What follows belongs to an exercise in optimizing a design on an open flow for small area; a production flow would make more cautious choices.
In this exercise RTL edits were held to simulation tests only and were not proved equivalent to the original.
The flow treats the clock pin as an ideal source. Dropping or thinning the clock tree relies on that and would not hold on a real chip.
No activity file was given, so power comes from the tool's default toggle rates.

**flow/design.v**
```verilog
module spi #(parameter N = 4, parameter cpol = 0, parameter cpha = 0)
(
    input clk,  
    input rst,  
    input start,
    input [11:0] din,
    input [N-1 : 0] which_slave_enabled,
    output reg [N-1 : 0] cs,  
    output reg mosi,
    output reg done,
    output reg [11:0] bits_sent,    
    output sclk  
);
    integer count;
    reg sclkt;
    always @(posedge clk) begin
        if (rst) begin
            count <= 0;
            sclkt <= cpol ? 1'b1 : 1'b0;
        end else if (count < 5)
            count <= count + 1;
        else begin
            count  <= 0;
            sclkt  <= ~sclkt;
        end
    end
    wire sclk_edge = !(count < 5) && (sclkt == (cpha ? 1'b1 : 1'b0));
    localparam idle = 0, start_tx = 1, send = 2, end_tx = 3; 
    reg [1:0] state;
    reg [11:0] temp;
    integer bitcount;
    always @(posedge clk) begin
        if (rst) begin
            state <= idle;
            bitcount <= 0;
            mosi <= 1'b0;
            temp <= 12'h000;
            cs <= {N{1'b1}};
            done <= 1'b0;
            bits_sent <= 12'h000;
        end else if (sclk_edge) begin
            case(state)
                idle: begin
                    mosi <= 1'b0;
                    temp <= 12'h000;
                    cs <= {N{1'b1}};
                    done <= 1'b0;  
                    bits_sent <= 12'h000;  
                    if (start)
                        state <= start_tx;
                    else
                        state <= idle;
                end
                start_tx: begin
                    case (which_slave_enabled)
                        4'b0001: begin
                            mosi <= 1'b1;
                            cs <= 4'b1110;
                        end
                        4'b0010: begin
                            mosi <= 1'b1;
                            cs <= 4'b1101;
                        end
                        4'b0100: begin
                            mosi <= 1'b1;
                            cs <= 4'b1011;
                        end
                        4'b1000: begin
                            mosi <= 1'b1;
                            cs <= 4'b0111;
                        end
                    endcase
                    temp <= din;
                    bits_sent <= din;  
                    state <= send;
                end
                send: begin
                    if (bitcount <= 11) begin
                        bitcount <= bitcount + 1;
                        mosi <= temp[bitcount];
                        bits_sent[bitcount] <= mosi;
                        state <= send;
                    end else begin
                        bitcount <= 0;
                        state <= end_tx;
                        mosi <= 1'b0;
                    end
                end
                end_tx: begin
                    cs <= {N{1'b1}};
                    done <= 1'b1;                    
                    state <= idle;
                end
                default: state <= idle;
            endcase
        end
    end
    assign sclk = sclkt;
endmodule
```
**flow/run.sh**
```bash
#!/bin/bash
# synth_recipe.tcl (not shown) runs the flow's synth.tcl, then flattens the netlist and writes it again
# the make line also repeats each setting of config.mk as NAME=value (left out here)
make -C /OpenROAD-flow-scripts/flow DESIGN_CONFIG=/design/flow/config.mk WORK_HOME=/design/flow/orfs CLKGATE_MAP_FILE= SYNTH_SCRIPT=/design/flow/synth_recipe.tcl finish
```
**flow/config.mk**
```make
export PLATFORM = sky130hd
export DESIGN_NAME = spi
export DESIGN_NICKNAME = spi
export VERILOG_FILES = /design/flow/design.v
export SDC_FILE = /design/flow/constraint.sdc
export NUM_CORES = 4
export LEC_CHECK = 0
export CAP_MARGIN = 20
export CORE_MARGIN = 2
export CORE_UTILIZATION = 40
export SLEW_MARGIN = 20
```
**flow/constraint.sdc**
```tcl
create_clock -name core_clock -period 5.0 [get_ports {clk}]
set_input_delay 1.0000 -clock core_clock [delete_from_list [all_inputs] [get_ports {clk}]]
set_output_delay 1.0000 -clock core_clock [all_outputs]
set_load 0.01 [all_outputs]
```
==> results.yml, run 1 <==
die:
  initial_core_util: 0.413
  design.die.area_um2: 16100
  dieHeight_um: 127
  core_region_area_um2: 14600
  core.rowCount: 44
  design.portCount: 38
  dieWidth_um: 127
global_routing:
  initial_antenna_violation_count: 0
  grt_usage: 0.198
  number_of_global_route_vias_before_repair: 5366
  grt_max_degree: 36
  grt_first_pass_wirelength_um: 26400
  global_route.overflow_total: 0
clock_network:
  ctsLongestPathBuffers: 2
  htreeDepth: 3
  clk_pin_slew_ns: 0.07
  tritoncts: "built"
  cts_made_buffers: 9
  clk_root_buffer_cell: "clkbuf_16"
  ctsHoldBuffers: 0
  tritoncts_num_sinks: 97
  cts_post_setup_buffers_inserted: 0
  post_cts_resized: 0
  insertion_delay_ns: 0.36
synthesis:
  synth-async-reset-ratio: 0
  synth_area_leaders: "dfxtp_1 32%, nor2_1 8.1%, xor2_1 5.1%"
  synth.distinct_cells: 76
  synthesis.nets: 801
  synth-edff-count: 0
  synthesis.instances: 774
  yosys.area.top_type_share: 0.321
  synth_top_area_cell: "dfxtp_1"
  postSynth.topFlopCell: "dfxtp_1"
  ys_seq_area_frac: 0.321
  synth.cell_area_um2: 6040
  ys_seq_elements: 97
  synth_warnings: 1
  post_synth.cell_area_avg_um2: 7.81
critical_path:
  regToRegStartpoint: "bitcount[0]$_SDFFE_PP0P_"
  worstReg2RegEnd: "bits_sent[9]$_SDFFE_PP0P_"
  critPathMaxStageDelay_ns: 0.56
  timing.critical_path.required_ns: 5.28
  critical-path-top-cell-by-count: "nor3_1"
  crit_path_max_fanout: 13
  end_kind: "register"
  critical_path.cell_chain: "inv_1, ha_1, nor3b_2, nand4_1, nor3_1, a32o_1, a2bb2oi_1, nor3_1, nand4_1, nor3_1, o21ai_1, a211oi_1"
  worst_setup_path_start_kind: "register"
  timing.critical_path.buf_inv: 1
  criticalPathCategory: "register to register"
  timing.critical_path.max_delay_family: "simple AND/OR/NAND/NOR gates"
  max_stage_delay_cell_worst_path: "nor3b_2"
  worst_r2r_path_depth: 12
  reg_to_reg_setup_timing_slack_ns: 0.70
  critical_path_arrival_ns: 4.57
min_path:
  hold_end: "count[0]$_SDFF_PP0_"
  min_path_type: "register to register"
  cell_depth_of_the_worst_min_delay_path: 1
  hold_path.startpoint: "count[0]$_SDFF_PP0_"
detailed_routing:
  detail_route.iter0.violations: 323
  routedWlPerCell_um: 16.0
  post-route-drc-count: 0
  ant_nets: 0
  drt-total-wl_um: 15500
  routed_via_count_divided_by_cell_count: 5.88
  firstDrtPassIters: 5
  via_count: 5661
sta:
  hold_violations: 0
  max-slew-margin-rel: 0.425
  finalWorstPathRequiredPeriod_ns: 4.30
  fmax_ghz: 0.233
  rsz0062_at_grt: "false"
  tightestPinTransition_ns: 0.856
  holdWs_ns: 0.471
  final.setup_skew_ns: 0.0113
  setup_violations: 0
  setup_tns_ns: 0
  number_of_pins_exceeding_their_max_slew_limit_in_the_final_report: 0
  finalCritPeriodShare: 0.860
power_and_ir_drop:
  reported_leakage_power_uw: 0.00234
  irDropWorstVdd_v: 0.000171
  cellPowerDensity_nw_per_um2: 238
placement:
  dpl.hpwl_um: 11100
  numPlacedInstances: 947
  numPortBuffers: 37
  globalplace.congestion: 0.902
run_status:
  status: "complete, no violations"
finish:
  instances_no_fill: 963
  syn_to_final_growth_pct: 12.0
  finish.net_count: 801
  post_route_cells_drive_above_1_share: 0.0642
  antenna_cells: 0
flow_run:
  drv_cap: 0
[stage by stage]
step	setup WS [ns]	utilization	area, µm²	total power, µW
floorplan	1.28	-	6040	849
global placement	0.947	0.440	6440	886
detailed placement	0.747	0.440	6440	888
CTS	0.725	0.462	6770	1630
global route	0.236	0.462	6770	1670
finish	0.702	0.462	6770	1610
[cells by family after synthesis]
logic type	share of synthesized area
adders and majority gates	0.0166
and+or+nand+nor	0.330
muxes	0.0248
DFF	0.321
AOI/OAI and AO/OA	0.158
xor gates and xnor gates	0.100
buffers and inverters	0.0493
[cell type report]
class | instances | area, µm²
inverter | 20 | 75.1
fill | 1467 | 7880
multi-input combinational | 606 | 3810
sequential | 97 | 1940
clock inverter | 6 | 82.6
clock buffer | 10 | 239
timing repair buffer | 40 | 393
tap | 184 | 230
[where the power goes]
group	internal, µW	switching (µW)
Clock	413	329
Combinational	34.9	49.3
Sequential	779	6.44
Total	1230	385
[state kept, by name (all words and copies together), names as in the netlist]
register   count
bitcount      32
bits_sent     12
mosi           1
sclkt          1
temp          12
cs             4
done           1
count         32
state          2
[worst max-delay path by stage]
stage                                  start                        end  cells past startpoint
finish              bitcount[0]$_SDFFE_PP0P_  bits_sent[9]$_SDFFE_PP0P_                     12
global route        bitcount[0]$_SDFFE_PP0P_  bits_sent[9]$_SDFFE_PP0P_                     12
CTS                 bitcount[0]$_SDFFE_PP0P_  bits_sent[9]$_SDFFE_PP0P_                     12
detailed placement  bitcount[0]$_SDFFE_PP0P_  bits_sent[9]$_SDFFE_PP0P_                     12
global placement    bitcount[0]$_SDFFE_PP0P_  bits_sent[9]$_SDFFE_PP0P_                     12
floorplan           bitcount[0]$_SDFFE_PP0P_  bits_sent[4]$_SDFFE_PP0P_                     14
[per-layer routing]
layer | global-route usage | part of all wire | up-vias | wire, µm
met1 | 0.259 | 0.46 | 2721 | 7070
met4 | 0.0588 | 0.017 | 0 | 259
met2 | 0.326 | 0.48 | 133 | 7450
met5 | 0 | 0 | - | 0
met3 | 0.0456 | 0.044 | 27 | 678
li1 | - | - | 2780 | -
[Yosys cell counts (all sizes together), types with 10 or more instances]
cell and n:
clkbuf 39, xnor2 34, nor2 131, dfxtp 97, nor4 23, inv 20
o21ai 24, a21oi 28, and3 10, buf 12, nor3 30, nand3 50
a22oi 12, nand2 56, nand4 24, or3 15, xor2 35
[cell usage in the layout, fill, tap and decap left out, types with 18 or more instances in the layout]
cell,instances
a21oi_1,28
clkdlybuf4s50_1,37
dfxtp_1,97
inv_1,20
nand2_1,56
nand3_1,49
nand4_1,22
nor2_1,130
nor3_1,29
nor4_1,18
o21ai_0,20
xnor2_1,34
xor2_1,35
==> inputs of run 2 (changes only) <==
==> flow/design.v (replaced) <==
module spi #(parameter N = 4, parameter cpol = 0, parameter cpha = 0)
(
    input clk,  
    input rst,  
    input start,
    input [11:0] din,
    input [N-1 : 0] which_slave_enabled,
    output [N-1 : 0] cs,  
    output reg mosi,
    output reg done,
    output reg [11:0] bits_sent,    
    output sclk  
);
    reg a, b, c;
    reg sclkt;
    wire last = a & c;
    always @(posedge clk) begin
        a <= ~rst & ~c;
        b <= ~rst & ~a;
        c <= rst | ~b;
        sclkt <= ~rst & (sclkt ^ last);
    end
    wire g = last & ~sclkt & ~rst;    
    reg [3:0] st;
    wire st_i = (st == 4'd14);
    wire st_l = (st == 4'd15);
    wire st_e = (st == 4'd13);
    wire onehot = (which_slave_enabled == 4'b0001) | (which_slave_enabled == 4'b0010) |
                  (which_slave_enabled == 4'b0100) | (which_slave_enabled == 4'b1000);
    wire inc = g & (~st_i | start);
    wire ld = g & st_l;
    wire hold = ~rst & ~g;
    wire [3:0] hi = {1'b0, g & st[3] & ~st[2], g & ~st[3] & st[2], g & ~st[3] & ~st[2]};
    wire [3:0] lo = {st[1] & st[0], st[1] & ~st[0], ~st[1] & st[0], ~st[1] & ~st[0]};
    wire [11:0] wr = {{4{hi[2]}} & lo, {4{hi[1]}} & lo, {4{hi[0]}} & lo};
    wire keep = hold | (g & ~st_i & ~st_l);
    reg [1:0] idx;
    wire sel_ok = (st == 4'd0) ? mosi : bits_sent[0];
    wire active = ~(st[3] & st[2] & st[1]) & sel_ok;
    assign cs = ~({4{active}} & {idx == 2'd3, idx == 2'd2, idx == 2'd1, idx == 2'd0});
    always @(posedge clk) begin
        if (rst) st <= 4'd14;
        else if (inc) st <= st + 4'd1;
        done <= (g & st_e) | (hold & done);
        if (ld) idx <= {which_slave_enabled[3] | which_slave_enabled[2],
                        which_slave_enabled[3] | which_slave_enabled[1]};
        mosi <= (ld & onehot) | (|(wr & bits_sent)) | (hold & mosi);
        bits_sent <= (wr & {12{mosi}}) | ({12{ld}} & din) | ({12{keep}} & ~wr & bits_sent);
    end
    assign sclk = sclkt;
endmodule
==> flow/flow/run.sh (new file) <==
#!/bin/bash
# Own layout flow: the standard flow (standard.sh) with these changes.
#  - Synthesis: the standard flow's synthesis script (synth_recipe.tcl: same registers and names), but
#    ABC maps the logic with an area-oriented script (flow/abc.script) instead of ORFS's
#    speed script, and Yosys's half/full-adder extraction is skipped so ABC sees all logic.
#  - Port buffers: sky130_fd_sc_hd__buf_1 on every input and output port.
#  - Clock tree: clkbuf_8 buffers only, no dummy loads.
# Each step's full output goes to its own log file in the work folder.
set -euo pipefail
W=$(pwd)
F=$W/flow
{
  echo 'proc extract_fa {args} { puts "own flow: adder extraction skipped" }'
  echo 'proc abc {args} {'
  echo '  set i [lsearch -exact $args -script]'
  echo "  if {\$i >= 0} { set args [lreplace \$args \$i [expr {\$i+1}] -script $F/abc.script] }"
  echo '  yosys abc {*}$args'
  echo '}'
  cat "$W/synth_recipe.tcl"
} > "$W/own_synth.tcl"
KNOBS=(
  "SYNTH_SCRIPT=$W/own_synth.tcl"
  "BUFFER_PORTS_ARGS=-buffer_cell sky130_fd_sc_hd__buf_1"
  "CTS_ARGS=-sink_clustering_enable -repair_clock_nets -buf_list sky130_fd_sc_hd__clkbuf_8 -root_buf sky130_fd_sc_hd__clkbuf_8 -dont_use_dummy_load"
)
bash "$W/standard.sh" synth "${KNOBS[@]}" > "$W/own_synth.log" 2>&1
bash "$W/standard.sh" finish "${KNOBS[@]}" > "$W/own_layout.log" 2>&1
==> flow/flow/abc.script (new file) <==
strash
&get -n
&deepsyn -T 20
&put
&get -n
&dch -f
&nf -p -R 1000
&put
topo
==> flow/standard.sh (new file) <==
#!/bin/bash
# synth_recipe.tcl (not shown) runs the flow's synth.tcl, then flattens the netlist and writes it again
# the make line also repeats each setting of config.mk as NAME=value (left out here)
make -C /OpenROAD-flow-scripts/flow DESIGN_CONFIG=/design/flow/config.mk WORK_HOME=/design/flow/orfs CLKGATE_MAP_FILE= SYNTH_SCRIPT=/design/flow/synth_recipe.tcl "${@:-finish}"
--- a/flow/config.mk
+++ b/flow/config.mk
@@ -6,6 +6,6 @@
 export NUM_CORES = 4
 export LEC_CHECK = 0
 export CAP_MARGIN = 20
-export CORE_MARGIN = 2
-export CORE_UTILIZATION = 40
+export CORE_AREA = 2 2 62 62
+export DIE_AREA = 0 0 64 64
 export SLEW_MARGIN = 20
removed: flow/run.sh
==> results.yml, run 2 <==
die:
  core_region_area_um2: 3390
  design.die.area_um2: 4100
  initial_core_util: 0.316
  core.rowCount: 21
  dieHeight_um: 64
  design.portCount: 38
  dieWidth_um: 64
detailed_routing:
  drt-total-wl_um: 2650
  firstDrtPassIters: 4
  post-route-drc-count: 0
  via_count: 1091
  routedWlPerCell_um: 12.3
  routed_via_count_divided_by_cell_count: 5.07
  ant_nets: 0
  detail_route.iter0.violations: 61
synthesis:
  post_synth.cell_area_avg_um2: 8.30
  synth_warnings: 1
  yosys.area.top_type_share: 0.411
  synth.top_cells.by_count: "22 x dfxtp_1, 21 x nand2_1, 13 x nor2_1, 13 x o21ai_0, 10 x a22oi_1"
  synth.cell_area_um2: 1070
  synth_area_leaders: "dfxtp_1 41%, nand2_1 7.4%, a22oi_1 7.0%"
  synthesis.nets: 148
  synth.distinct_cells: 26
  synth-async-reset-ratio: 0
  postSynth.topFlopCell: "dfxtp_1"
  ys_seq_elements: 24
  synth-edff-count: 2
  ys_seq_area_frac: 0.467
  yosys.cell_count.top_type: "dfxtp_1"
  synthesis.instances: 129
  synth_top_area_cell: "dfxtp_1"
placement:
  place_worst_setup_slack_ns: 2.09
  numPlacedInstances: 212
  post_dp_cell_area_um2: 1270
  globalplace.congestion: 0.776
  dpl.hpwl_um: 2040
  numPortBuffers: 37
clock_network:
  cts_made_buffers: 3
  htreeDepth: 1
  tritoncts_num_sinks: 24
  tritoncts: "built"
  ctsLongestPathBuffers: 2
  cts_post_setup_buffers_inserted: 0
  post_cts_resized: 0
  ctsHoldBuffers: 0
  insertion_delay_ns: 0.27
  clk_root_buffer_cell: "clkbuf_8"
  clk_pin_slew_ns: 0.08
critical_path:
  timing.critical_path.required_ns: 4.00
  crit_path_max_fanout: 8
  max_stage_delay_cell_worst_path: "nor4_1"
  criticalPathCategory: "register to output port"
  worst_setup_path_start_kind: "register"
  critical_path.cell_chain: "nor4_1, o21ai_0, a21oi_1, nor2b_1, nand2b_1, buf_1"
  critical_path_arrival_ns: 1.84
  timing.critical_path.buf_inv: 1
  end_kind: "output port"
  timing.critical_path.max_delay_family: "simple AND/OR/NAND/NOR gates"
  critPathMaxStageDelay_ns: 0.45
global_routing:
  grt_use_met3: 0.0440
  number_of_global_route_vias_before_repair: 975
  grt_max_degree: 16
  grt_first_pass_wirelength_um: 4290
  global_route.peak_usage_layer: "met2"
  global_route.overflow_total: 0
  initial_antenna_violation_count: 0
  grt_usage: 0.133
  grt_util_met1: 0.165
  grt_use_met2: 0.220
finish:
  design_area_um2: 1310
  num-fill-cells: 376
  layout_common_cells: "37 x buf_1, 22 x dfxtp_1, 21 x nand2_1"
  finish.net_count: 190
  top_registers: "bits_sent (12), st (4), idx (2)"
  mostFrequentLayoutCell: "buf_1"
  registers.top_by_ff_count: "bits_sent"
  antenna_cells: 0
  syn_to_final_growth_pct: 22.2
  instances_no_fill: 215
  post_route_cells_drive_above_1_share: 0.0178
  largest_register_ffs: 12
power_and_ir_drop:
  irDropWorstVdd_v: 0.000165
  reported_leakage_power_uw: 0.000386
  cellPowerDensity_nw_per_um2: 250
sta:
  worst_slack_ns: 2.16
  setup_tns_ns: 0
  setup_violations: 0
  finalWorstPathRequiredPeriod_ns: 2.84
  max-slew-margin-rel: 0.309
  number_of_pins_exceeding_their_max_slew_limit_in_the_final_report: 0
  fmax_ghz: 0.352
  finalCritPeriodShare: 0.569
  tightestPinTransition_ns: 1.03
  final.setup_skew_ns: 0.00417
  rsz0062_at_grt: "false"
  hold_violations: 0
run_status:
  status: "complete, no violations"
min_path:
  min_path_type: "register to register"
flow_run:
  drv_cap: 0
-- run 2: layout make-up --
type	count	area (µm²)	area share
clock buffers	3	41.3	0.0315
inverters	1	3.75	0.00287
multi-input cells	104	567	0.433
flip-flops and latches	24	500	0.382
well taps	46	57.6	0.0440
repair buffers	37	139	0.106
-- run 2: kinds of logic (layout without fill, tap and decap cells) --
| kind of cell | after synthesis | count (layout) | share of synthesized area |
|---|---|---|---|
| AND/OR/NAND/NOR | 64 | 64 | 0.284 |
| AO/OA/AOI/OAI | 38 | 38 | 0.229 |
| flip-flops | 24 | 24 | 0.467 |
| XOR/XNOR | 2 | 2 | 0.0164 |
| buffers and inverters | 1 | 41 | 0.00350 |
-- run 2: path summary, 6_finish.rpt --
check,start,to,slack (ns),depth (start not counted)
max,st[3]$_SDFFE_PP1P_,cs[0],2.16,6
min,b$_DFF_P_,c$_DFF_P_,0.39,1
max reg2reg,a$_DFF_P_,mosi$_DFF_P_,2.69,8
min reg2reg,b$_DFF_P_,c$_DFF_P_,0.39,1
-- run 2: routing by layer --
layer,wire [µm],up-vias,share of wire
li1,-,558,-
met1,1210,492,0.45
met2,1230,36,0.46
met3,185,5,0.070
met4,27,0,0.010
met5,0,-,0
-- run 2: power breakdown --
part / internal (µW) / switching [µW]
clock: 54.0 / 59.4
sequential: 196 / 1.54
combinational: 6.67 / 10.1
-- run 2: through the flow --
stage / total power [µW] / hold slack [ns] / util
2_1_floorplan: 209 / 0.355 / -
3_3_place_gp: 218 / 0.364 / 0.374
4_1_cts: 332 / 0.387 / 0.386
6_report: 327 / 0.386 / 0.386
3_5_place_dp: 219 / 0.368 / 0.374
5_1_grt: 342 / 0.400 / 0.386
==> inputs of run 3 (changes only) <==
--- a/flow/design.v
+++ b/flow/design.v
@@ -7,7 +7,7 @@
     input [N-1 : 0] which_slave_enabled,
     output [N-1 : 0] cs,  
     output reg mosi,
-    output reg done,
+    output done,
     output reg [11:0] bits_sent,    
     output sclk  
 );
@@ -34,16 +34,18 @@
     wire [3:0] lo = {st[1] & st[0], st[1] & ~st[0], ~st[1] & st[0], ~st[1] & ~st[0]};
     wire [11:0] wr = {{4{hi[2]}} & lo, {4{hi[1]}} & lo, {4{hi[0]}} & lo};
     wire keep = hold | (g & ~st_i & ~st_l);
-    reg [1:0] idx;
+    reg idx1, x;
+    wire [1:0] idx = {idx1, x};
+    assign done = x & st_i;
     wire sel_ok = (st == 4'd0) ? mosi : bits_sent[0];
     wire active = ~(st[3] & st[2] & st[1]) & sel_ok;
     assign cs = ~({4{active}} & {idx == 2'd3, idx == 2'd2, idx == 2'd1, idx == 2'd0});
     always @(posedge clk) begin
         if (rst) st <= 4'd14;
         else if (inc) st <= st + 4'd1;
-        done <= (g & st_e) | (hold & done);
-        if (ld) idx <= {which_slave_enabled[3] | which_slave_enabled[2],
-                        which_slave_enabled[3] | which_slave_enabled[1]};
+        if (ld) idx1 <= which_slave_enabled[3] | which_slave_enabled[2];
+        x <= (g & st_e) | (ld & (which_slave_enabled[3] | which_slave_enabled[1])) |
+             (hold & x) | (g & ~st_e & ~st_l & ~st_i & x);
         mosi <= (ld & onehot) | (|(wr & bits_sent)) | (hold & mosi);
         bits_sent <= (wr & {12{mosi}}) | ({12{ld}} & din) | ({12{keep}} & ~wr & bits_sent);
     end
--- a/flow/flow/run.sh
+++ b/flow/flow/run.sh
@@ -4,7 +4,9 @@
 #    ABC maps the logic with an area-oriented script (flow/abc.script) instead of ORFS's
 #    speed script, and Yosys's half/full-adder extraction is skipped so ABC sees all logic.
 #  - Port buffers: sky130_fd_sc_hd__buf_1 on every input and output port.
-#  - Clock tree: clkbuf_8 buffers only, no dummy loads.
+#  - Clock tree: CTS builds it from clkbuf_8 buffers without dummy loads; then
+#    flow/onebuf.tcl (a POST_CTS hook) collapses it into one clkbuf_16 that the clock
+#    port drives and that drives every register.
 # Each step's full output goes to its own log file in the work folder.
 set -euo pipefail
 W=$(pwd)
@@ -21,6 +23,7 @@
 KNOBS=(
   "SYNTH_SCRIPT=$W/own_synth.tcl"
   "BUFFER_PORTS_ARGS=-buffer_cell sky130_fd_sc_hd__buf_1"
+  "POST_CTS_TCL=$F/onebuf.tcl"
   "CTS_ARGS=-sink_clustering_enable -repair_clock_nets -buf_list sky130_fd_sc_hd__clkbuf_8 -root_buf sky130_fd_sc_hd__clkbuf_8 -dont_use_dummy_load"
 )
 bash "$W/standard.sh" synth "${KNOBS[@]}" > "$W/own_synth.log" 2>&1
==> flow/flow/onebuf.tcl (new file) <==
# POST_CTS hook: collapse the clock tree that CTS built into a single buffer.
# The buffer driven by the clock port keeps its input; every clock sink that a leaf
# buffer drove moves to its output, the leaf buffers are removed, and the root
# becomes a clkbuf_16. The clock port still feeds one cell pin.
set block [ord::get_db_block]
set db [ord::get_db]
set master [$db findMaster sky130_fd_sc_hd__clkbuf_16]
set clk [$block findNet clk]
set roots {}
foreach it [$clk getITerms] {
  if {[$it isInputSignal] || [[$it getMTerm] getSigType] eq "CLOCK" || [$it isInputSignal] == 0} {
    set inst [$it getInst]
    if {[string match "*clkbuf*" [[$inst getMaster] getName]]} { lappend roots $inst }
  }
}
if {[llength $roots] != 1} { error "onebuf: expected one root clock buffer, found [llength $roots]" }
set root [lindex $roots 0]
set rootout [[$root findITerm X] getNet]
set moved 0
set leaves {}
foreach it [$rootout getITerms] {
  set inst [$it getInst]
  if {$inst eq $root} continue
  if {[string match "*clkbuf*" [[$inst getMaster] getName]] && [[$it getMTerm] getName] eq "A"} {
    lappend leaves $inst
  }
}
foreach leaf $leaves {
  set lnet [[$leaf findITerm X] getNet]
  foreach it [$lnet getITerms] {
    if {[$it getInst] eq $leaf} continue
    $it disconnect
    $it connect $rootout
    incr moved
  }
  [$leaf findITerm A] disconnect
  [$leaf findITerm X] disconnect
  odb::dbInst_destroy $leaf
  odb::dbNet_destroy $lnet
}
$root swapMaster $master
puts "onebuf: removed [llength $leaves] leaf buffers, moved $moved sinks, root [$root getName] is now sky130_fd_sc_hd__clkbuf_16"
detailed_placement
check_placement -verbose
estimate_parasitics -placement
==> results.yml, run 3 <==
placement:
  dpl.hpwl_um: 2050
  place_worst_setup_slack_ns: 2.21
  numPortBuffers: 37
  post_dp_cell_area_um2: 1260
  globalplace.congestion: 0.816
power_and_ir_drop:
  reported_leakage_power_uw: 0.000399
  power.switching_fraction: 0.199
  comb_power_share: 0.056
  seq_power_share: 0.657
  irDropWorstVdd_v: 0.000106
  internal-power_uw: 229
  cellPowerDensity_nw_per_um2: 223
  total_switching_power_uw: 56.7
  p_clk_frac: 0.287
die:
  initial_core_util: 0.309
  core_region_area_um2: 3390
  dieWidth_um: 64
  design.portCount: 38
  design.die.area_um2: 4100
  dieHeight_um: 64
  core.rowCount: 21
sta:
  final.setup_skew_ns: 0.00335
  setup_tns_ns: 0
  setup_violations: 0
  rsz0062_at_grt: "false"
  number_of_pins_exceeding_their_max_slew_limit_in_the_final_report: 0
  finalWorstPathRequiredPeriod_ns: 2.74
  fmax_ghz: 0.365
  worst_slack_ns: 2.26
  tightestPinTransition_ns: 0.911
  finalCritPeriodShare: 0.547
  holdWs_ns: 0.391
  max-slew-margin-rel: 0.391
  hold_violations: 0
critical_path:
  criticalPathCategory: "register to output port"
  worst_setup_path_start_kind: "register"
  cp_depth: 6
  timing.critical_path.max_delay_family: "simple AND/OR/NAND/NOR gates"
  critical_path.cell_chain: "nor4_1, o21ai_0, a21oi_1, nor2b_1, nand2b_1, buf_1"
  reg_to_reg_setup_timing_slack_ns: 2.93
  critical_path_arrival_ns: 1.74
  critPathMaxStageDelay_ns: 0.45
  end_kind: "output port"
  timing.critical_path.required_ns: 4.00
  worst_r2r_path_depth: 9
  timing.critical_path.buf_inv: 1
  max_stage_delay_cell_worst_path: "nor4_1"
  crit_path_max_fanout: 10
clock_network:
  tritoncts_num_sinks: 23
  clk_pin_slew_ns: 0.09
  insertion_delay_ns: 0.15
detailed_routing:
  firstDrtPassIters: 5
  routedWlPerCell_um: 12.3
  drt-total-wl_um: 2630
  ant_nets: 0
  post-route-drc-count: 0
  detail_route.iter0.violations: 64
  via_count: 1109
  routed_via_count_divided_by_cell_count: 5.18
finish:
  layout_common_cells: "37 x buf_1, 22 x dfxtp_1, 21 x nand2_1"
  antenna_cells: 0
  post_route_cells_drive_above_1_share: 0.0179
  syn_to_final_growth_pct: 22.5
  top_registers: "bits_sent (12), st (4)"
  mostFrequentLayoutCell: "buf_1"
  design_area_um2: 1280
  fin_util: 0.378
  largest_register_ffs: 12
  registers.top_by_ff_count: "bits_sent"
  finish.net_count: 189
synthesis:
  synth.distinct_cells: 23
  synth.top_cells.by_count: "22 x dfxtp_1, 21 x nand2_1, 19 x nor2_1"
  synthesis.nets: 148
  synth_area_leaders: "dfxtp_1 42%, a22oi_1 11%, nand2_1 7.5%"
  synth-async-reset-ratio: 0
  synth-edff-count: 1
  postSynth.topFlopCell: "dfxtp_1"
  synth.cell_area_um2: 1050
  post_synth.cell_area_avg_um2: 8.11
  synthesis.instances: 129
  ys_seq_area_frac: 0.450
  yosys.cell_count.top_type: "dfxtp_1"
  synth_top_area_cell: "dfxtp_1"
  synth_warnings: 1
  yosys.area.top_type_share: 0.421
  ys_seq_elements: 23
global_routing:
  grt_usage: 0.154
  number_of_global_route_vias_before_repair: 1037
  grt_max_degree: 24
  initial_antenna_violation_count: 0
  global_route.overflow_total: 0
  grt_first_pass_wirelength_um: 4620
min_path:
  min_path_type: "register to register"
  cell_depth_of_the_worst_min_delay_path: 1
run_status:
  status: "complete, no violations"
flow_run:
  drv_cap: 0
[run 3: kinds of logic after synthesis]
group | synth area share
XOR/XNOR | 0.0167
AO/OA/AOI/OAI | 0.255
buffers and inverters | 0.00718
AND/OR/NAND/NOR | 0.272
flip-flops | 0.450
[run 3: area by class of cell]
class | count | area (µm²)
Fill cell | 363 | 2110
Multi-Input combinational cell | 104 | 574
Sequential cell | 23 | 470
Timing Repair Buffer | 38 | 146
Tap cell | 46 | 57.6
Clock buffer | 1 | 25.0
Inverter | 2 | 7.51
[run 3: worst paths after layout]
check,from,end
hold reg to reg,b$_DFF_P_,c$_DFF_P_
setup / recovery,st[0]$_SDFFE_PP0P_,cs[0]
setup reg to reg,a$_DFF_P_,mosi$_DFF_P_
hold / removal,b$_DFF_P_,c$_DFF_P_
[run 3: through the flow]
stage	instances	power, µW
finish	214	286
floorplan	129	199
global placement	213	208
detailed placement	213	208
global route	214	298
[run 3: per-layer routing]
layer	up-vias	track usage	part of all wire
met2	50	0.255	0.46
met4	0	0.0245	0.0072
met5	-	0	0
met3	2	0.0141	0.083
met1	502	0.221	0.45
li1	555	-	-
[run 3: power groups by stage]
stage          sequential [µW]  combinational (µW)  clock, µW
2_1_floorplan              192                6.85          0
3_5_place_dp               192                16.1          0
5_1_grt                    188                18.5       91.4
6_report                   188                16.1       81.8
3_3_place_gp               192                15.9          0
==> inputs of run 4 (changes only) <==
--- a/flow/design.v
+++ b/flow/design.v
@@ -22,26 +22,28 @@
     end
     wire g = last & ~sclkt & ~rst;    
     reg [3:0] st;
-    wire st_i = (st == 4'd14);
-    wire st_l = (st == 4'd15);
-    wire st_e = (st == 4'd13);
+    wire st_i = (st == 4'd12);
+    wire st_l = (st == 4'd13);
+    wire st_e = (st == 4'd11);
     wire onehot = (which_slave_enabled == 4'b0001) | (which_slave_enabled == 4'b0010) |
                   (which_slave_enabled == 4'b0100) | (which_slave_enabled == 4'b1000);
     wire inc = g & (~st_i | start);
     wire ld = g & st_l;
     wire hold = ~rst & ~g;
-    wire [3:0] hi = {1'b0, g & st[3] & ~st[2], g & ~st[3] & st[2], g & ~st[3] & ~st[2]};
-    wire [3:0] lo = {st[1] & st[0], st[1] & ~st[0], ~st[1] & st[0], ~st[1] & ~st[0]};
-    wire [11:0] wr = {{4{hi[2]}} & lo, {4{hi[1]}} & lo, {4{hi[0]}} & lo};
+    wire [11:0] wr;
+    genvar gi;
+    generate for (gi = 0; gi < 12; gi = gi + 1) begin : w
+        assign wr[gi] = g & (st == (((gi + 14) % 16)));
+    end endgenerate
     wire keep = hold | (g & ~st_i & ~st_l);
     reg idx1, x;
     wire [1:0] idx = {idx1, x};
     assign done = x & st_i;
-    wire sel_ok = (st == 4'd0) ? mosi : bits_sent[0];
-    wire active = ~(st[3] & st[2] & st[1]) & sel_ok;
+    wire sel_ok = (st == 4'd14) ? mosi : bits_sent[0];
+    wire active = ~(st == 4'd12 || st == 4'd13) & sel_ok;
     assign cs = ~({4{active}} & {idx == 2'd3, idx == 2'd2, idx == 2'd1, idx == 2'd0});
     always @(posedge clk) begin
-        if (rst) st <= 4'd14;
+        if (rst) st <= 4'd12;
         else if (inc) st <= st + 4'd1;
         if (ld) idx1 <= which_slave_enabled[3] | which_slave_enabled[2];
         x <= (g & st_e) | (ld & (which_slave_enabled[3] | which_slave_enabled[1])) |
==> results.yml, run 4 <==
critical_path:
  critical_path_arrival_ns: 1.59
  timing.critical_path.required_ns: 4.00
  worst_r2r_path_depth: 5
  timing.critical_path.buf_inv: 1
  critical_path.cell_chain: "nand2b_1, nor2_1, mux2i_1, nor3_1, nand2_1, buf_1"
  worst_setup_path_start_kind: "register"
  timing.critical_path.max_delay_family: "simple AND/OR/NAND/NOR gates"
  timing.critical_path.to: "cs[2]"
  max_stage_delay_cell_worst_path: "dfxtp_1"
  reg_to_reg_setup_timing_slack_ns: 2.88
  critPathMaxStageDelay_ns: 0.52
  end_kind: "output port"
  startpoint: "st[0]$_SDFFE_PP0P_"
  regToRegStartpoint: "st[2]$_SDFFE_PP1P_"
  criticalPathCategory: "register to output port"
  cp_depth: 6
  worstReg2RegEnd: "st[3]$_SDFFE_PP1P_"
  crit_path_max_fanout: 11
synthesis:
  post_synth.cell_area_avg_um2: 8.06
  yosys.cell_count.top_type: "dfxtp_1"
  synth.distinct_cells: 26
  ys_seq_area_frac: 0.452
  yosys.area.top_type_share: 0.424
  synthesis.nets: 148
  synth_compound_gate_area_share: 0.261
  synth_top_area_cell: "dfxtp_1"
  synth_warnings: 1
  synth_simple_gate_area_frac: 0.270
  yosys.area_share.xor_xnor: 0
  synth.cell_area_um2: 1040
  synth.area.mux_share: 0.00963
  synth_top_family_by_area: "simple AND/OR/NAND/NOR gates"
  postSynth.topFlopCell: "dfxtp_1"
  adder_cell_share_of_the_synthesized_area: 0
  ys_seq_elements: 23
  synth-edff-count: 1
  synth_area_leaders: "dfxtp_1 42%, a22oi_1 9.4%, nand2_1 7.6%"
  synth.top_cells.by_count: "22 x dfxtp_1, 21 x nand2_1, 16 x nor2_1"
  synth-async-reset-ratio: 0
  synthesis.instances: 129
clock_network:
  clk_pin_slew_ns: 0.09
  tritoncts_num_sinks: 23
  insertion_delay_ns: 0.16
power_and_ir_drop:
  internal-power_uw: 229
  comb_power_share: 0.052
  irDropWorstVdd_v: 0.000123
  power.switching_fraction: 0.205
  seq_power_share: 0.653
  total_switching_power_uw: 58.9
  p_clk_frac: 0.295
  cellPowerDensity_nw_per_um2: 228
  reported_leakage_power_uw: 0.000370
placement:
  place_worst_setup_slack_ns: 2.38
  numPortBuffers: 37
  globalplace.congestion: 0.859
  dpl.hpwl_um: 2060
die:
  design.portCount: 38
  core_region_area_um2: 3390
  dieWidth_um: 64
  design.die.area_um2: 4100
  core.rowCount: 21
  dieHeight_um: 64
  initial_core_util: 0.307
finish:
  registers.top_by_ff_count: "bits_sent"
  top_registers: "bits_sent (12), st (4)"
  finish.net_count: 188
  mostFrequentLayoutCell: "buf_1"
  num-fill-cells: 359
  final-seq-area_um2: 470
  layout_common_cells: "37 x buf_1, 22 x dfxtp_1, 21 x nand2_1"
  post_route_cells_drive_above_1_share: 0.00599
  antenna_cells: 0
  largest_register_ffs: 12
  multi_input_comb_area_um2: 562
  syn_to_final_growth_pct: 21.3
min_path:
  min_path_type: "register to register"
sta:
  worst_slack_ns: 2.41
  max-slew-margin-rel: 0.299
  fmax_ghz: 0.386
  finalCritPeriodShare: 0.517
  setup_violations: 0
  rsz0062_at_grt: "false"
  setup_tns_ns: 0
  hold_violations: 0
  finalWorstPathRequiredPeriod_ns: 2.59
  tightestPinTransition_ns: 1.05
  final.setup_skew_ns: 0.00644
  number_of_pins_exceeding_their_max_slew_limit_in_the_final_report: 0
detailed_routing:
  drt-total-wl_um: 2740
  routedWlPerCell_um: 12.9
  ant_nets: 0
  routed_via_count_divided_by_cell_count: 5.30
  via_count: 1128
  detail_route.iter0.violations: 82
  firstDrtPassIters: 6
  post-route-drc-count: 0
flow_run:
  drv_cap: 0
global_routing:
  global_route.overflow_total: 0
  grt_max_degree: 24
  grt_first_pass_wirelength_um: 4290
  number_of_global_route_vias_before_repair: 969
  initial_antenna_violation_count: 0
  grt_usage: 0.151
run_status:
  status: "complete, no violations"
==> run 4: metal layers <==
metal,global-route usage,vias up,part of all wire
met2,0.237,58,0.45
met3,0.0299,4,0.089
met5,0,-,0
met1,0.211,505,0.45
met4,0.0380,0,0.0077
li1,-,561,-
==> run 4: cell families after synthesis <==
| logic type | after synthesis |
|---|---|
| flops | 23 |
| buf+inv | 2 |
| mux | 1 |
| simple gates | 61 |
| compound gates | 42 |
==> run 4: power groups by stage <==
stage	combinational, µW	clock, µW	sequential (µW)
after detailed placement	14.8	0	192
final	15.0	84.9	188
after global placement	14.3	0	192
after floorplan	6.01	0	192
after global routing	16.6	95.5	188
==> run 4: worst min path at each step <==
stage	startpoint	endpoint	cells after the start
final	b$_DFF_P_	c$_DFF_P_	1
after global routing	b$_DFF_P_	c$_DFF_P_	1
after detailed placement	b$_DFF_P_	c$_DFF_P_	1
after global placement	b$_DFF_P_	c$_DFF_P_	1
after floorplan	b$_DFF_P_	c$_DFF_P_	1
==> run 4: layout make-up <==
cell class,count,area share
Timing Repair Buffer,37,0.110
Inverter,2,0.00595
Clock buffer,1,0.0198
Tap cell,46,0.0456
Sequential cell,23,0.373
Multi-Input combinational cell,104,0.445
==> run 4: through the flow <==
step	power, µW	std cells	util	hold slack [ns]	cell area, µm²
after floorplan	198	129	-	0.351	1040
after global placement	206	212	0.365	0.373	1240
after detailed placement	207	212	0.365	0.357	1240
after global routing	300	213	0.372	0.389	1260
final	288	213	0.372	0.380	1260
==> run 4: worst register-to-register path, delay by kind of cell (launching register included) <==
family | cells | cell delay [ns]
AO/OA/AOI/OAI | 3 | 1.38
flip-flops | 1 | 0.37
AND/OR/NAND/NOR | 2 | 0.29
==> inputs of run 5 (changes only) <==
--- a/flow/config.mk
+++ b/flow/config.mk
@@ -5,7 +5,7 @@
 export SDC_FILE = /design/flow/constraint.sdc
 export NUM_CORES = 4
 export LEC_CHECK = 0
-export CAP_MARGIN = 20
+export CAP_MARGIN = 0
 export CORE_AREA = 2 2 62 62
 export DIE_AREA = 0 0 64 64
-export SLEW_MARGIN = 20
+export SLEW_MARGIN = 0
==> results.yml, run 5 <==
finish:
  layout_common_cells: "37 x buf_1, 22 x dfxtp_1, 21 x nand2_1"
  antenna_cells: 0
  post_route_cells_drive_above_1_share: 0.00599
  registers.top_by_ff_count: "bits_sent"
  top_registers: "bits_sent (12), st (4)"
  largest_register_ffs: 12
  fin_util: 0.372
  mostFrequentLayoutCell: "buf_1"
  finish.net_count: 188
  syn_to_final_growth_pct: 21.3
die:
  design.portCount: 38
  core.rowCount: 21
  dieHeight_um: 64
  design.die.area_um2: 4100
  core_region_area_um2: 3390
  dieWidth_um: 64
  initial_core_util: 0.307
detailed_routing:
  via_count: 1128
  detail_route.iter0.violations: 82
  routedWlPerCell_um: 12.9
  post-route-drc-count: 0
  drt-total-wl_um: 2740
  ant_nets: 0
  routed_via_count_divided_by_cell_count: 5.30
  firstDrtPassIters: 6
synthesis:
  synth.cell_area_um2: 1040
  synthesis.instances: 129
  ys_seq_elements: 23
  synth_area_leaders: "dfxtp_1 42%, a22oi_1 9.4%, nand2_1 7.6%"
  synth_top_area_cell: "dfxtp_1"
  yosys.area.top_type_share: 0.424
  ys_seq_area_frac: 0.452
  synth-async-reset-ratio: 0
  synth-edff-count: 1
  synthesis.nets: 148
  postSynth.topFlopCell: "dfxtp_1"
  yosys.cell_count.top_type: "dfxtp_1"
  post_synth.cell_area_avg_um2: 8.06
  synth.top_cells.by_count: "22 x dfxtp_1, 21 x nand2_1, 16 x nor2_1"
  synth.distinct_cells: 26
  synth_warnings: 1
critical_path:
  timing.critical_path.required_ns: 4.00
  worst_setup_path_start_kind: "register"
  timing.critical_path.buf_inv: 1
  max_stage_delay_cell_worst_path: "dfxtp_1"
  critical_path_arrival_ns: 1.59
  end_kind: "output port"
  crit_path_max_fanout: 11
  critical_path.cell_chain: "nand2b_1, nor2_1, mux2i_1, nor3_1, nand2_1, buf_1"
  timing.critical_path.max_delay_family: "simple AND/OR/NAND/NOR gates"
  criticalPathCategory: "register to output port"
  critPathMaxStageDelay_ns: 0.52
sta:
  number_of_pins_exceeding_their_max_slew_limit_in_the_final_report: 0
  setup_violations: 0
  setup_tns_ns: 0
  hold_violations: 0
  finalWorstPathRequiredPeriod_ns: 2.59
  holdWs_ns: 0.380
  final.setup_skew_ns: 0.00644
  rsz0062_at_grt: "false"
  fmax_ghz: 0.386
  finalCritPeriodShare: 0.517
  tightestPinTransition_ns: 1.05
  max-slew-margin-rel: 0.299
power_and_ir_drop:
  irDropWorstVdd_v: 0.000123
  total_power_uw: 288
  cellPowerDensity_nw_per_um2: 228
  reported_leakage_power_uw: 0.000370
placement:
  numPortBuffers: 37
  dpl.hpwl_um: 2060
  globalplace.congestion: 0.859
flow_run:
  drv_cap: 0
global_routing:
  grt_first_pass_wirelength_um: 4290
  initial_antenna_violation_count: 0
  global_route.overflow_total: 0
  grt_max_degree: 24
  number_of_global_route_vias_before_repair: 969
  grt_usage: 0.151
clock_network:
  insertion_delay_ns: 0.16
  tritoncts_num_sinks: 23
  clk_pin_slew_ns: 0.09
min_path:
  min_path_type: "register to register"
run_status:
  status: "complete, no violations"
==> run 5: cell counts after synthesis <==
Identical to the previous run, type by type.
==> run 5: cell families after synthesis <==
| group | count (synthesis) | synth area share |
|---|---|---|
| multiplexers | 1 | 0.00963 |
| buffers and inverters | 2 | 0.00722 |
| flip-flops | 23 | 0.452 |
| AND/OR/NAND/NOR | 61 | 0.270 |
| AO/OA/AOI/OAI | 42 | 0.261 |
==> run 5: report_power, final <==
part           internal (µW)  switching [µW]  total (µW)
clock network           36.7            48.2        84.9
logic                   5.70            9.28        15.0
registers                186            1.38         188
==> run 5: worst paths after layout <==
check	startpoint	endpoint	slack, ns	depth (start not counted)
max	st[0]$_SDFFE_PP0P_	cs[2]	2.41	6
min	b$_DFF_P_	c$_DFF_P_	0.38	1
max reg2reg	st[2]$_SDFFE_PP1P_	st[3]$_SDFFE_PP1P_	2.88	5
min reg2reg	b$_DFF_P_	c$_DFF_P_	0.38	1
==> run 5: layout make-up <==
type,count,area (µm²)
Fill cell,359,2130
Multi-Input combinational cell,104,562
Sequential cell,23,470
Timing Repair Buffer,37,139
Tap cell,46,57.6
Clock buffer,1,25.0
Inverter,2,7.51
==> run 5: through the flow <==
stage | cells | instance area, µm² | worst slack (ns)
final | 213 | 1260 | 2.41
after global routing | 213 | 1260 | 2.22
after detailed placement | 212 | 1240 | 2.38
after global placement | 212 | 1240 | 2.45
after floorplan | 129 | 1040 | 2.87
==> run 5: metal layers <==
layer  global-route usage  vias up  share of wire  wire (µm)
met1                0.211      505           0.45       1250
met5                    0        -              0          0
met3               0.0299        4          0.089        244
met4               0.0380        0         0.0077         21
li1                     -      561              -          -
met2                0.237       58           0.45       1230
==> inputs of run 6 (changes only) <==
--- a/flow/flow/run.sh
+++ b/flow/flow/run.sh
@@ -5,7 +5,7 @@
 #    speed script, and Yosys's half/full-adder extraction is skipped so ABC sees all logic.
 #  - Port buffers: sky130_fd_sc_hd__buf_1 on every input and output port.
 #  - Clock tree: CTS builds it from clkbuf_8 buffers without dummy loads; then
-#    flow/onebuf.tcl (a POST_CTS hook) collapses it into one clkbuf_16 that the clock
+#    flow/onebuf.tcl (a POST_CTS hook) collapses it into one buf_12 that the clock
 #    port drives and that drives every register.
 # Each step's full output goes to its own log file in the work folder.
 set -euo pipefail
--- a/flow/flow/onebuf.tcl
+++ b/flow/flow/onebuf.tcl
@@ -1,10 +1,10 @@
 # POST_CTS hook: collapse the clock tree that CTS built into a single buffer.
 # The buffer driven by the clock port keeps its input; every clock sink that a leaf
 # buffer drove moves to its output, the leaf buffers are removed, and the root
-# becomes a clkbuf_16. The clock port still feeds one cell pin.
+# becomes a buf_12. The clock port still feeds one cell pin.
 set block [ord::get_db_block]
 set db [ord::get_db]
-set master [$db findMaster sky130_fd_sc_hd__clkbuf_16]
+set master [$db findMaster sky130_fd_sc_hd__buf_12]
 set clk [$block findNet clk]
 set roots {}
 foreach it [$clk getITerms] {
@@ -39,7 +39,7 @@
   odb::dbNet_destroy $lnet
 }
 $root swapMaster $master
-puts "onebuf: removed [llength $leaves] leaf buffers, moved $moved sinks, root [$root getName] is now sky130_fd_sc_hd__clkbuf_16"
+puts "onebuf: removed [llength $leaves] leaf buffers, moved $moved sinks, root [$root getName] is now sky130_fd_sc_hd__buf_12"
 detailed_placement
 check_placement -verbose
 estimate_parasitics -placement
==> flow/config.mk (replaced) <==
export PLATFORM = sky130hd
export DESIGN_NAME = spi
export DESIGN_NICKNAME = spi
export VERILOG_FILES = /design/flow/design.v
export SDC_FILE = /design/flow/constraint.sdc
export NUM_CORES = 4
export LEC_CHECK = 0
export CAP_MARGIN = 20
export CORE_AREA = 2 2 78 78
export DIE_AREA = 0 0 80 80
export PLACE_DENSITY = 0.35
export SLEW_MARGIN = 20
==> results.yml, run 6 <==
run_status:
  status: "complete, no violations"
synthesis:
  post_synth.cell_area_avg_um2: 8.06
  yosys.cell_count.top_type: "dfxtp_1"
  ys_seq_elements: 23
  synth.cell_area_um2: 1040
  postSynth.topFlopCell: "dfxtp_1"
  ys_seq_area_frac: 0.452
  yosys.area.top_type_share: 0.424
  synth.distinct_cells: 26
  synthesis.nets: 148
  synthesis.instances: 129
  synth_top_area_cell: "dfxtp_1"
  synth-async-reset-ratio: 0
  synth.top_cells.by_count: "22 x dfxtp_1, 21 x nand2_1, 16 x nor2_1"
  synth_area_leaders: "dfxtp_1 42%, a22oi_1 9.4%, nand2_1 7.6%"
  synth-edff-count: 1
  synth_warnings: 1
finish:
  mostFrequentLayoutCell: "buf_1"
  top_registers: "bits_sent (12), st (4)"
  syn_to_final_growth_pct: 23.9
  num-fill-cells: 646
  layout_common_cells: "37 x buf_1, 22 x dfxtp_1, 21 x nand2_1"
  antenna_cells: 0
  final-seq-area_um2: 470
  multi_input_comb_area_um2: 562
  largest_register_ffs: 12
  registers.top_by_ff_count: "bits_sent"
  post_route_cells_drive_above_1_share: 0.00599
  finish.net_count: 188
critical_path:
  timing.critical_path.required_ns: 4.00
  regToRegStartpoint: "st[2]$_SDFFE_PP1P_"
  worstReg2RegEnd: "st[3]$_SDFFE_PP1P_"
  worst_r2r_path_depth: 5
  end_kind: "output port"
  critical_path_arrival_ns: 1.58
  crit_path_max_fanout: 11
  criticalPathCategory: "register to output port"
  worst_setup_path_start_kind: "register"
  reg_to_reg_setup_timing_slack_ns: 2.86
detailed_routing:
  firstDrtPassIters: 6
  routedWlPerCell_um: 13.0
  routed_via_count_divided_by_cell_count: 4.60
  post-route-drc-count: 0
  detail_route.iter0.violations: 134
  ant_nets: 0
  via_count: 1099
  drt-total-wl_um: 3110
sta:
  setup_violations: 0
  finalWorstPathRequiredPeriod_ns: 2.58
  holdWs_ns: 0.384
  max-slew-margin-rel: 0.284
  rsz0062_at_grt: "false"
  setup_tns_ns: 0
  tightestPinTransition_ns: 1.07
  number_of_pins_exceeding_their_max_slew_limit_in_the_final_report: 0
  worst_slack_ns: 2.42
  hold_violations: 0
  final.setup_skew_ns: 0.00283
  finalCritPeriodShare: 0.517
  fmax_ghz: 0.387
min_path:
  hold_path.startpoint: "b$_DFF_P_"
  cell_depth_of_the_worst_min_delay_path: 1
  hold_end: "c$_DFF_P_"
  min_path_type: "register to register"
flow_run:
  drv_cap: 0
global_routing:
  grt_usage: 0.114
  grt_first_pass_wirelength_um: 5040
  grt_max_degree: 24
  global_route.overflow_total: 0
  initial_antenna_violation_count: 0
  number_of_global_route_vias_before_repair: 1027
die:
  core_region_area_um2: 5540
  core.rowCount: 27
  design.die.area_um2: 6400
  design.portCount: 38
  initial_core_util: 0.188
  dieHeight_um: 80
  dieWidth_um: 80
clock_network:
  tritoncts_num_sinks: 23
  clk_pin_slew_ns: 0.10
  insertion_delay_ns: 0.13
power_and_ir_drop:
  total_switching_power_uw: 62.0
  cellPowerDensity_nw_per_um2: 222
  internal-power_uw: 225
  comb_power_share: 0.053
  p_clk_frac: 0.292
  power.switching_fraction: 0.216
  irDropWorstVdd_v: 0.000137
  seq_power_share: 0.655
  reported_leakage_power_uw: 0.000367
placement:
  place_worst_setup_slack_ns: 2.33
  dpl.hpwl_um: 2350
  globalplace.congestion: 0.714
  numPortBuffers: 37
## run 6: changes by cell type in the layout (fill, tap and decap cells not counted)
cell / previous run / this run
clkbuf_16: 1 / 0
buf_12: 0 / 1
## run 6: layout make-up
cell class                 instances  share of cell area
multi-input combinational        104               0.436
sequential                        23               0.365
timing repair buffer              37               0.108
tap                               72              0.0699
clock buffer                       1              0.0155
inverter                           2             0.00583
## run 6: worst max-delay path by stage
stage	startpoint	endpoint	slack, ns	cells after the start
3_3_place_gp	rst	mosi$_DFF_P_	2.34	8
2_1_floorplan	st[0]$_SDFFE_PP0P_	cs[0]	2.87	5
3_5_place_dp	rst	mosi$_DFF_P_	2.33	7
6_report	st[0]$_SDFFE_PP0P_	cs[2]	2.42	6
5_1_grt	st[1]$_SDFFE_PP0P_	cs[0]	2.22	6
## run 6: kinds of logic after synthesis
kind of cell,Yosys count,synth area share
muxes,1,0.00963
DFF,23,0.452
buffers and inverters,2,0.00722
and+or+nand+nor,61,0.270
AOI/OAI and AO/OA,42,0.261
## run 6: stage by stage
step | cells | util | power, µW | area, µm²
final | 239 | 0.233 | 287 | 1290
after global routing | 239 | 0.233 | 296 | 1290
after detailed placement | 238 | 0.229 | 207 | 1270
after global placement | 238 | 0.229 | 207 | 1270
after floorplan | 129 | - | 198 | 1040
## run 6: routing by layer
layer,wire length [µm],part of all wire,up-vias,GRT usage
li1,-,-,557,-
met1,1410,0.46,491,0.152
met2,1340,0.43,49,0.190
met3,339,0.11,2,0.0260
met4,15,0.0048,0,0.0169
met5,0,0,-,0
## run 6: worst max-delay path: stages, from the launching register on
cell and delay (ns):
dfxtp_1 0.54, nand2b_1 0.25, nor2_1 0.08, mux2i_1 0.14
nor3_1 0.23, nand2_1 0.08, buf_1 0.13
## run 6: power groups by stage
stage	Combinational, µW	Sequential [µW]	Clock [µW]
floorplan	6.01	192	0
global placement	15.0	192	0
detailed placement	15.3	192	0
global route	17.3	188	90.8
finish	15.1	188	83.8

afterwards: timing with drivers on the ports:
The flow's constraints put no driver on any port. The routed layouts listed below were extracted and timed again, unchanged, in two steps. Step 1 assumes that a clkbuf_16 drives the clock port and a buf_2 every other input. Step 2, shift: input delay + t, output delay - t, t = (earliest + latest rising clock arrival at the registers) / 2. This alone moves slack from input paths to output paths. Three values: no drivers, after step 1, after step 2; two values: the first two.
| run | shift t [ns] | setup slack, ns | latest minus earliest clock arrival (ns) | slew at the worst register clock pin (ns) | cell pins on the clock port's net |
|---|---|---|---|---|---|
| run 1 | 0.399 | 0.702 / 0.702 / 0.702 | 0.011 / 0.011 | 0.08 / 0.08 | 1 |
| run 2 | 0.289 | 2.157 / 2.135 / 2.115 | 0.004 / 0.004 | 0.08 / 0.08 | 1 |
| run 3 | 0.178 | 2.263 / 2.236 / 2.195 | 0.003 / 0.003 | 0.09 / 0.09 | 1 |
| run 4 | 0.178 | 2.413 / 2.388 / 2.347 | 0.006 / 0.006 | 0.09 / 0.09 | 1 |
| run 5 | 0.178 | 2.413 / 2.388 / 2.347 | 0.006 / 0.006 | 0.09 / 0.09 | 1 |
| run 6 | 0.165 | 2.415 / 2.383 / 2.352 | 0.004 / 0.003 | 0.10 / 0.10 | 1 |
After both steps setup and hold are still met in every run listed. For run 3, which loses most, drivers alone change the setup slack by -0.027 ns; drivers and shift together by -0.068 ns.
